Source: an optimization exercise on an open RTL-to-GDS flow (aim: small area and a short achievable clock period). Production flows keep margins and buffers that such runs may drop.
For this run, only the layout was checked, not whether the RTL still works.
Power and IR drop assume default switching activity.

--- flow/config.mk ---
export PLATFORM = sky130hd
export DESIGN_NAME = fpa_with_regisers
export DESIGN_NICKNAME = fpa_with_regisers
export VERILOG_FILES = /design/flow/design.v
export SDC_FILE = /design/flow/constraint.sdc
export NUM_CORES = 4
export LEC_CHECK = 0
export CAP_MARGIN = 20
export CORE_MARGIN = 2
export CORE_UTILIZATION = 45
export SLEW_MARGIN = 20
--- flow/constraint.sdc ---
create_clock -name core_clock -period 11.0 [get_ports {clk}]
set_input_delay 2.2000 -clock core_clock [delete_from_list [all_inputs] [get_ports {clk}]]
set_output_delay 2.2000 -clock core_clock [all_outputs]
set_load 0.01 [all_outputs]
--- flow/design.v ---
module full_adder (  
		  input a, b,  
                  input Cin, 
		  output S ,
                  output Cout
                  );  
 wire s0,c0,c1;
 assign s0 = a^b;
 assign c0 = a&b;
 assign S = s0 ^ Cin;
 assign Cout = (s0 & Cin) | c0;
endmodule  
module CLA_4bit(
   input [3:0] x,
   input [3:0] y,   
   input cO,
   output [3:0]  s,
   output p,g
);
assign s = x+y+cO;
assign g = 
(x[3]&y[3])|
(x[2]&y[2]&(x[3]|y[3]))|
(x[0]&y[0]&(x[3]|y[3])&(x[2]|y[2]))|
(x[0]&y[0]&(x[3]|y[3])&(x[2]|y[2])&(x[1]|y[1]));
assign p = (x[3]|y[3])&(x[2]|y[2])&(x[1]|y[1])&(x[0]|y[0]) ;
endmodule
module CLA_adder
  #(parameter WIDTH = 32)
  (
   input [WIDTH-1:0] A,
   input [WIDTH-1:0] B,   
   input Cin,
   output [WIDTH-1:0]  Sum,
   output Cout,
   output Overflow
   );
  wire [(WIDTH/4):0]   Cin_P;
  wire [(WIDTH/4)-1:0]   w_G, w_P;
  genvar j;
  generate
    for (j=0; j < WIDTH/4; j=j+1) 
      begin
	      CLA_4bit stage1(A[3+j*4:j*4],B[3+j*4:j*4],Cin_P[j],Sum[3+j*4:j*4],w_P[j],w_G[j]);
        assign Cin_P[j+1] = w_G[j] | (w_P[j] & Cin_P[j]);
      end
  endgenerate
  assign Cin_P[0] = Cin; 
  assign Cout = Cin_P[(WIDTH/4)];   
  assign Overflow = ~(A[WIDTH - 1] ^ B[WIDTH - 1]) & (A[WIDTH - 1] ^ Sum[WIDTH - 1]);
endmodule
module registerNbits #(parameter N = 32) (clk,reset,en, inp, out);
  input clk,reset,en;
  output reg [N-1:0] out;
  input [N-1:0] inp;
  always @(posedge clk)
  begin
    if (reset)
      out <= 'b0;
    else if(en)
      out <= inp;
  end
endmodule
module fpa_with_regisers (clk,reset,en,inputA, inputB, result, OF);
  input clk,reset,en;
  input [31:0] inputA, inputB;
  output [31:0] result;
  output OF;
  wire [32-1:0] A_reg;
  wire [32-1:0] B_reg;
  wire [32-1:0] out;
  registerNbits #(32) regA (clk,reset,en,inputA, A_reg);
  registerNbits #(32) regB (clk,reset,en,inputB, B_reg);
  fpa fpa_obj (
        .A(A_reg),
        .B(B_reg),
        .O(out),
        .OF(OF)
      );
  registerNbits #(32) outReg (clk,reset,en,out,result);
endmodule
module fpa(A, B, O, OF);
  input [31:0] A, B;
  output [31:0] O;
  output OF;
  wire [31:0] O;
  wire [7:0] a_exponent;
  wire [23:0] a_mantissa;
  wire [7:0] b_exponent;
  wire [23:0] b_mantissa;
  reg        o_sign;
  reg [7:0]  o_exponent;
  reg [24:0] o_mantissa;
  reg [31:0] adder_a_in;
  reg [31:0] adder_b_in;
  wire [31:0] adder_out;
  assign O[31] = o_sign;
  assign O[30:23] = o_exponent;
  assign O[22:0] = o_mantissa[22:0];
  wire a_sign;
  wire b_sign;
  assign a_sign = A[31];
  assign a_exponent[7:0] = A[30:23];
  assign a_mantissa[23:0] = A[23:0];
  assign b_sign = B[31];
  assign b_exponent[7:0] = B[30:23];
  assign b_mantissa[23:0] = B[23:0];
  adder A1
        (
          .a(adder_a_in),
          .b(adder_b_in),
          .out(adder_out),
          .of(OF)
        );
  always @(*)
  begin
    adder_a_in = A;
    adder_b_in = B;
    if ((a_exponent == 8'd255 && a_mantissa != 24'd0) || (b_exponent == 8'd0) && (b_mantissa == 24'd0))
    begin
      o_sign = a_sign;
      o_exponent = a_exponent;
      o_mantissa = a_mantissa;
    end
    else if ((b_exponent == 255 && b_mantissa != 0) || (a_exponent == 0) && (a_mantissa == 0))
    begin
      o_sign = b_sign;
      o_exponent = b_exponent;
      o_mantissa = b_mantissa;
    end
    else if ((a_exponent == 255) || (b_exponent == 255))
    begin
      o_sign = a_sign ^ b_sign;
      o_exponent = 255;
      o_mantissa = 0;
    end
    else
    begin  
      o_sign = adder_out[31];
      o_exponent = adder_out[30:23];
      o_mantissa = adder_out[22:0];
    end
  end
endmodule
module adder(a, b, out, of);
  input  [31:0] a, b;
  output [31:0] out;
  output of;
  wire [31:0] out;
  reg a_sign;
  reg [7:0] a_exponent;
  reg [23:0] a_mantissa;
  reg b_sign;
  reg [7:0] b_exponent;
  reg [23:0] b_mantissa;
  reg o_sign;
  reg [7:0] o_exponent;
  reg [24:0] o_mantissa;
  reg [7:0] diff;
  reg [23:0] tmp_mantissa;
  reg [7:0] tmp_exponent;
  reg  [7:0] i_e;
  reg  [24:0] i_m;
  wire [7:0] o_e;
  wire [24:0] o_m;
  addition_normaliser norm1
                      (
                        .in_e(i_e),
                        .in_m(i_m),
                        .out_e(o_e),
                        .out_m(o_m)
                      );
  assign out[31] = o_sign;
  assign out[30:23] = o_exponent;
  assign out[22:0] = o_mantissa[22:0];
  reg  [23:0] CLA_IN1;
  reg  [23:0] CLA_IN2;
  wire  [23:0] CLA_SUM;
  wire  CLA_COUT;
  CLA_adder #(24) c1(CLA_IN1, CLA_IN2, 1'b0, CLA_SUM, CLA_COUT,of);
  always @ ( * )
  begin
    diff = 8'd0;
    tmp_mantissa = 24'd0;
    i_e = 8'd0;
    i_m = 25'd0;
    a_sign = a[31];
    if(a[30:23] == 0)
    begin
      a_exponent = 8'b00000001;
      a_mantissa = {1'b0, a[22:0]};
    end
    else
    begin
      a_exponent = a[30:23];
      a_mantissa = {1'b1, a[22:0]};
    end
    b_sign = b[31];
    if(b[30:23] == 0)
    begin
      b_exponent = 8'b00000001;
      b_mantissa = {1'b0, b[22:0]};
    end
    else
    begin
      b_exponent = b[30:23];
      b_mantissa = {1'b1, b[22:0]};
    end
    if (a_exponent == b_exponent)
    begin  
      o_exponent = a_exponent;
      if (a_sign == b_sign)
      begin  
        CLA_IN1 = a_mantissa;
        CLA_IN2 = b_mantissa;
        o_mantissa[23:0]= CLA_SUM;
        o_mantissa[24] = 1;
        o_sign = a_sign;
      end
      else
      begin  
        o_mantissa[24] = 1'b0;
        if(a_mantissa > b_mantissa)
        begin
          CLA_IN1 = a_mantissa;
          CLA_IN2 = ~b_mantissa;  
          o_mantissa[23:0] = CLA_SUM;
          o_sign = a_sign;
        end
        else
        begin
          CLA_IN1 = ~a_mantissa;
          CLA_IN2 = b_mantissa;  
          o_mantissa[23:0] = CLA_SUM;
          o_sign = b_sign;
        end
      end
    end
    else
    begin  
      if (a_exponent > b_exponent)
      begin  
        o_exponent = a_exponent;
        o_sign = a_sign;
        diff = a_exponent - b_exponent;
        tmp_mantissa = b_mantissa >> diff;
        if (a_sign == b_sign)
        begin
          CLA_IN1 = a_mantissa;
          CLA_IN2 = tmp_mantissa;
          o_mantissa[23:0]= CLA_SUM;
          o_mantissa[24] = CLA_COUT;
        end
        else
        begin
          CLA_IN1 = a_mantissa;
          CLA_IN2 = ~tmp_mantissa;
          o_mantissa[23:0]= CLA_SUM;
          o_mantissa[24] = 1'b0;
        end
      end
      else
      begin  
        o_exponent = b_exponent;
        o_sign = b_sign;
        diff = b_exponent - a_exponent;
        tmp_mantissa = a_mantissa >> diff;
        if (a_sign == b_sign)
        begin
          CLA_IN1 = b_mantissa;
          CLA_IN2 = tmp_mantissa;
          o_mantissa[23:0]= CLA_SUM;
          o_mantissa[24] = CLA_COUT;
        end
        else
        begin
          CLA_IN1 = b_mantissa;
          CLA_IN2 = ~tmp_mantissa;
          o_mantissa[23:0]= CLA_SUM;
          o_mantissa[24] = 0;
        end
      end
    end
    if(o_mantissa[24] == 1)
    begin
      o_exponent = o_exponent + 1;
      o_mantissa = o_mantissa >> 1;
    end
    else if((o_mantissa[23] != 1) && (o_exponent != 0))
    begin
      i_e = o_exponent;
      i_m = o_mantissa;
      o_exponent = o_e;
      o_mantissa = o_m;
    end
  end
endmodule
module addition_normaliser(in_e, in_m, out_e, out_m);
  input [7:0] in_e;
  input [24:0] in_m;
  output [7:0] out_e;
  output [24:0] out_m;
  wire [7:0] in_e;
  wire [24:0] in_m;
  reg [7:0] out_e;
  reg [24:0] out_m;
  always @ ( * )
  begin
    out_e = in_e;
    out_m = in_m;
    if (in_m[23:3] == 21'b000000000000000000001)
    begin
      out_e = in_e - 20;
      out_m = in_m << 20;
    end
    else if (in_m[23:4] == 20'b00000000000000000001)
    begin
      out_e = in_e - 19;
      out_m = in_m << 19;
    end
    else if (in_m[23:5] == 19'b0000000000000000001)
    begin
      out_e = in_e - 18;
      out_m = in_m << 18;
    end
    else if (in_m[23:6] == 18'b000000000000000001)
    begin
      out_e = in_e - 17;
      out_m = in_m << 17;
    end
    else if (in_m[23:7] == 17'b00000000000000001)
    begin
      out_e = in_e - 16;
      out_m = in_m << 16;
    end
    else if (in_m[23:8] == 16'b0000000000000001)
    begin
      out_e = in_e - 15;
      out_m = in_m << 15;
    end
    else if (in_m[23:9] == 15'b000000000000001)
    begin
      out_e = in_e - 14;
      out_m = in_m << 14;
    end
    else if (in_m[23:10] == 14'b00000000000001)
    begin
      out_e = in_e - 13;
      out_m = in_m << 13;
    end
    else if (in_m[23:11] == 13'b0000000000001)
    begin
      out_e = in_e - 12;
      out_m = in_m << 12;
    end
    else if (in_m[23:12] == 12'b000000000001)
    begin
      out_e = in_e - 11;
      out_m = in_m << 11;
    end
    else if (in_m[23:13] == 11'b00000000001)
    begin
      out_e = in_e - 10;
      out_m = in_m << 10;
    end
    else if (in_m[23:14] == 10'b0000000001)
    begin
      out_e = in_e - 9;
      out_m = in_m << 9;
    end
    else if (in_m[23:15] == 9'b000000001)
    begin
      out_e = in_e - 8;
      out_m = in_m << 8;
    end
    else if (in_m[23:16] == 8'b00000001)
    begin
      out_e = in_e - 7;
      out_m = in_m << 7;
    end
    else if (in_m[23:17] == 7'b0000001)
    begin
      out_e = in_e - 6;
      out_m = in_m << 6;
    end
    else if (in_m[23:18] == 6'b000001)
    begin
      out_e = in_e - 5;
      out_m = in_m << 5;
    end
    else if (in_m[23:19] == 5'b00001)
    begin
      out_e = in_e - 4;
      out_m = in_m << 4;
    end
    else if (in_m[23:20] == 4'b0001)
    begin
      out_e = in_e - 3;
      out_m = in_m << 3;
    end
    else if (in_m[23:21] == 3'b001)
    begin
      out_e = in_e - 2;
      out_m = in_m << 2;
    end
    else if (in_m[23:22] == 2'b01)
    begin
      out_e = in_e - 1;
      out_m = in_m << 1;
    end
  end
endmodule
--- flow/run.sh ---
#!/bin/bash
# synth_recipe.tcl (not shown) runs the flow's synth.tcl, then flattens the netlist and writes it again
# the make line also repeats each setting of config.mk as NAME=value (left out here)
make -C /OpenROAD-flow-scripts/flow DESIGN_CONFIG=/design/flow/config.mk WORK_HOME=/design/flow/orfs CLKGATE_MAP_FILE= SYNTH_SCRIPT=/design/flow/synth_recipe.tcl finish
==> results_dict.tcl <==
set metrics [dict create \
    drc 0 \
    crit_family "simple AND/OR/NAND/NOR gates" \
    die_area_um2 40000 \
    ant_nets 0 \
    min_period_ns 10.65 \
    hold_violations 0 \
    routed_wl_um 102000 \
    synth_ff_type "dfxtp_1" \
    yosys.cell_count.top_type "nor2_1" \
    gp_congestion 1.13 \
    synth_commonest_cells "283 x nor2_1, 253 x nand2_1, 220 x a21oi_1" \
    maxCapViolCount 0 \
    synth-async-reset-ratio 0 \
    cp.buffers_inverters 3 \
    htree_levels 3 \
    netlist_area_um2 17300 \
    die_y_um 200 \
    port_buffers 99 \
    rsz0062_at_grt "false" \
    place_area_um2 19800 \
    clockBufferDepth 2 \
    cp_slowest_cell "a221oi_1" \
    post-route-util 0.533 \
    ys.warnings.count 4 \
    power.leakage_nw 7.74 \
    start_util 0.458 \
    ios 100 \
    first_global_vias 22200 \
    avgSynthCellArea_um2 6.74 \
    powerDensity_nw_per_um2 271 \
    overflow 0 \
    maxSlewViolCount 0 \
    slew_headroom 0.225 \
    insertion_delay_ns 0.39 \
    ys_ff_latch 96 \
    synthTopCellsByArea "dfxtp_1 11%, mux2i_1 6.9%, ha_1 6.7%" \
    crit_required_ns 11.22 \
    root_buffer "clkbuf_16" \
    post-synth-top-area-fraction 0.111 \
    path_class "reg -> reg" \
    critPathMaxStageDelay_ns 0.71 \
    status "no timing/DRC/antenna violations" \
    yosys.area.top_type "dfxtp_1" \
    grt_pass1_wl_um 147000 \
    worstMarginPinSlew_ns 1.16 \
    hpwl_um 77300 \
    fin_crit_sh 0.968 \
    synth_nets 2742 \
    coreArea_um2 37800 \
    cts_hold_buf 0 \
    ir_drop_uv 181 \
    whs_path_depth 2 \
    avgRoutedWirePerCell_um 32.1 \
    postSynthCellCount 2569 \
    cts_tree "built" \
    crit_path_end_kind "flop" \
    start_kind "flop" \
    fillers 3781 \
    rows 71 \
    fin_worst_skew_ns 0.0252 \
    r2r_cells 36 \
    fmax_ghz 0.0939 \
    via_per_inst 7.46 \
    ys_types 90 \
    setup_viol 0 \
    final_cell_area_um2 20100 \
    grt_usage 0.503 \
    die_w_um 200 \
    cts_sinks 96 \
    grt_max_degree 68 \
    final_nets 2835 \
    arrival_ns 10.87 \
    final.setup.worst_slack_ns 0.352 \
    crit_fanout 12 \
    dpl_worst_slack_ns 0.296 \
    drive_above_1_share 0.117 \
    area_growth_pct 16.4 \
    vias 23700 \
    clk_pin_slew_ns 0.10 \
    cp.depth 36 \
    seq_area_frac_synth 0.111 \
    drt_first_iter_violations 4249 \
    numCtsBuffers 9 \
    timing.hold.ws_ns 0.523 \
    final.setup.tns_ns 0 \
    antenna_found_initial 4 \
    synth_edf_count 0 \
    hp-class "reg -> reg" \
    dr.pass1.iters 9 \
]
==> cells in the final DEF, fill, tap and decap left out, types with 14 or more instances in the layout <==
cell type	synthesis	layout
nor2_1	283	281
nand2_1	253	253
buf_4	2	219
a21oi_1	220	218
o21ai_0	204	204
mux2i_1	119	117
clkdlybuf4s50_1	0	97
dfxtp_1	96	96
ha_1	93	92
xnor2_1	94	90
inv_1	69	69
nor3_1	72	69
a211oi_1	68	67
o211ai_1	59	59
nand3_1	51	51
o22ai_1	48	48
o21a_1	44	44
o221ai_1	34	34
nor4_1	35	32
a31oi_1	32	32
nand4_1	31	31
a221oi_1	29	29
a21boi_0	24	24
a22oi_1	22	22
or3_1	21	21
and3_1	21	21
o31ai_1	19	18
a21o_1	18	18
nor2b_1	17	17
a2111oi_0	16	16
mux2_2	14	14
==> routing by layer <==
layer	global-route usage	wire [um]	up-vias
met2	0.706	39000	2329
met4	0.339	9120	8
met3	0.221	17400	721
li1	-	-	9796
met1	0.617	36300	10900
met5	0.0111	98	-
==> layout make-up <==
cell class	count	area, um^2	share of cell area
clock inverters	7	72.6	0.00360
inverters	74	278	0.0138
clock buffers	9	225	0.0112
repair buffers	317	2640	0.131
well taps	511	639	0.0318
diodes	2	5.00	0.000249
multi-input cells	2164	14400	0.713
flip-flops and latches	96	1920	0.0954
==> where the power goes <==
group / total [W] / switching, W / leakage, nW / internal (W)
clock: 0.000348 / 0.000186 / 0.148 / 0.000162
sequential: 0.000495 / 0.0000929 / 0.793 / 0.000402
combinational: 0.00461 / 0.00312 / 6.80 / 0.00149
==> worst reg2reg max path, delay by kind of cell (launching register included) <==
kind / cells / cell delay (ns)
flops: 1 / 0.45
xor+xnor: 2 / 0.56
buf+inv: 3 / 0.29
simple gates: 14 / 4.50
fa+ha+maj: 6 / 2.01
compound gates: 11 / 2.67
==> worst paths after layout <==
kind	slack (ns)	from	to
worst max-delay path	0.35	regB.out[28]	outReg.out[6]
worst min-delay path	0.52	outReg.out[23]	outReg.out[23]
worst max register to register	0.35	regB.out[28]	outReg.out[6]
worst min register to register	0.52	outReg.out[23]	outReg.out[23]
==> registers in the layout, indices dropped and copies added (netlist names) <==
name / flops
outReg.out: 32
regA.out: 32
regB.out: 32
==> timing repair <==
| action | in CTS | in global routing |
|---|---|---|
| hold endpoints to repair | 0 | 0 |
| gates resized for setup | 0 | 10 |
| setup buffers | 0 | 1 |
| endpoints found under the setup margin | 0 | 28 |
==> kinds of logic (layout without fill, tap and decap cells) <==
kind of cell / count (synthesis) / after routing / synth area share
AO/OA/AOI/OAI: 946 / 946 / 0.359
XOR/XNOR: 110 / 110 / 0.0568
adder cells (fa/ha/maj): 107 / 107 / 0.0829
buffers and inverters: 309 / 407 / 0.0680
flip-flops: 96 / 96 / 0.111
multiplexers: 146 / 146 / 0.0944
other: 0 / 2 / 0
AND/OR/NAND/NOR: 855 / 855 / 0.228
==> stage by stage <==
stage,instances,total power [W]
floorplan,2569,0.00298
global placement,3161,0.00469
detailed placement,3161,0.00471
CTS,3177,0.00506
global route,3178,0.00555
finish,3180,0.00546

-- afterwards: timing with drivers on the ports --
The flow's constraints put no driver on any port. The routed layout listed below was extracted and timed again, unchanged, in two steps.
Step 1: set_driving_cell puts a clkbuf_16 on clk and a buf_2 on each other input, an assumption about the parent block.
Step 2 adds t to the input delays and takes it off the output delays; t is the mean of the earliest and latest rising clock arrival at the registers after step 1. Input paths then give back, and output paths get back, about the clock's delay inside the block.
Three values: ideal, step 1, step 2; two values: the first two.
t (ns): 0.433
setup slack, ns: 0.352 / 0.345 / 0.352
worst setup path at the end: register to register
pins driven straight from the clock port: 1
After both steps this run still meets setup and hold. For this run, drivers alone change the setup slack by -0.007 ns; drivers and shift together by 0.000 ns.
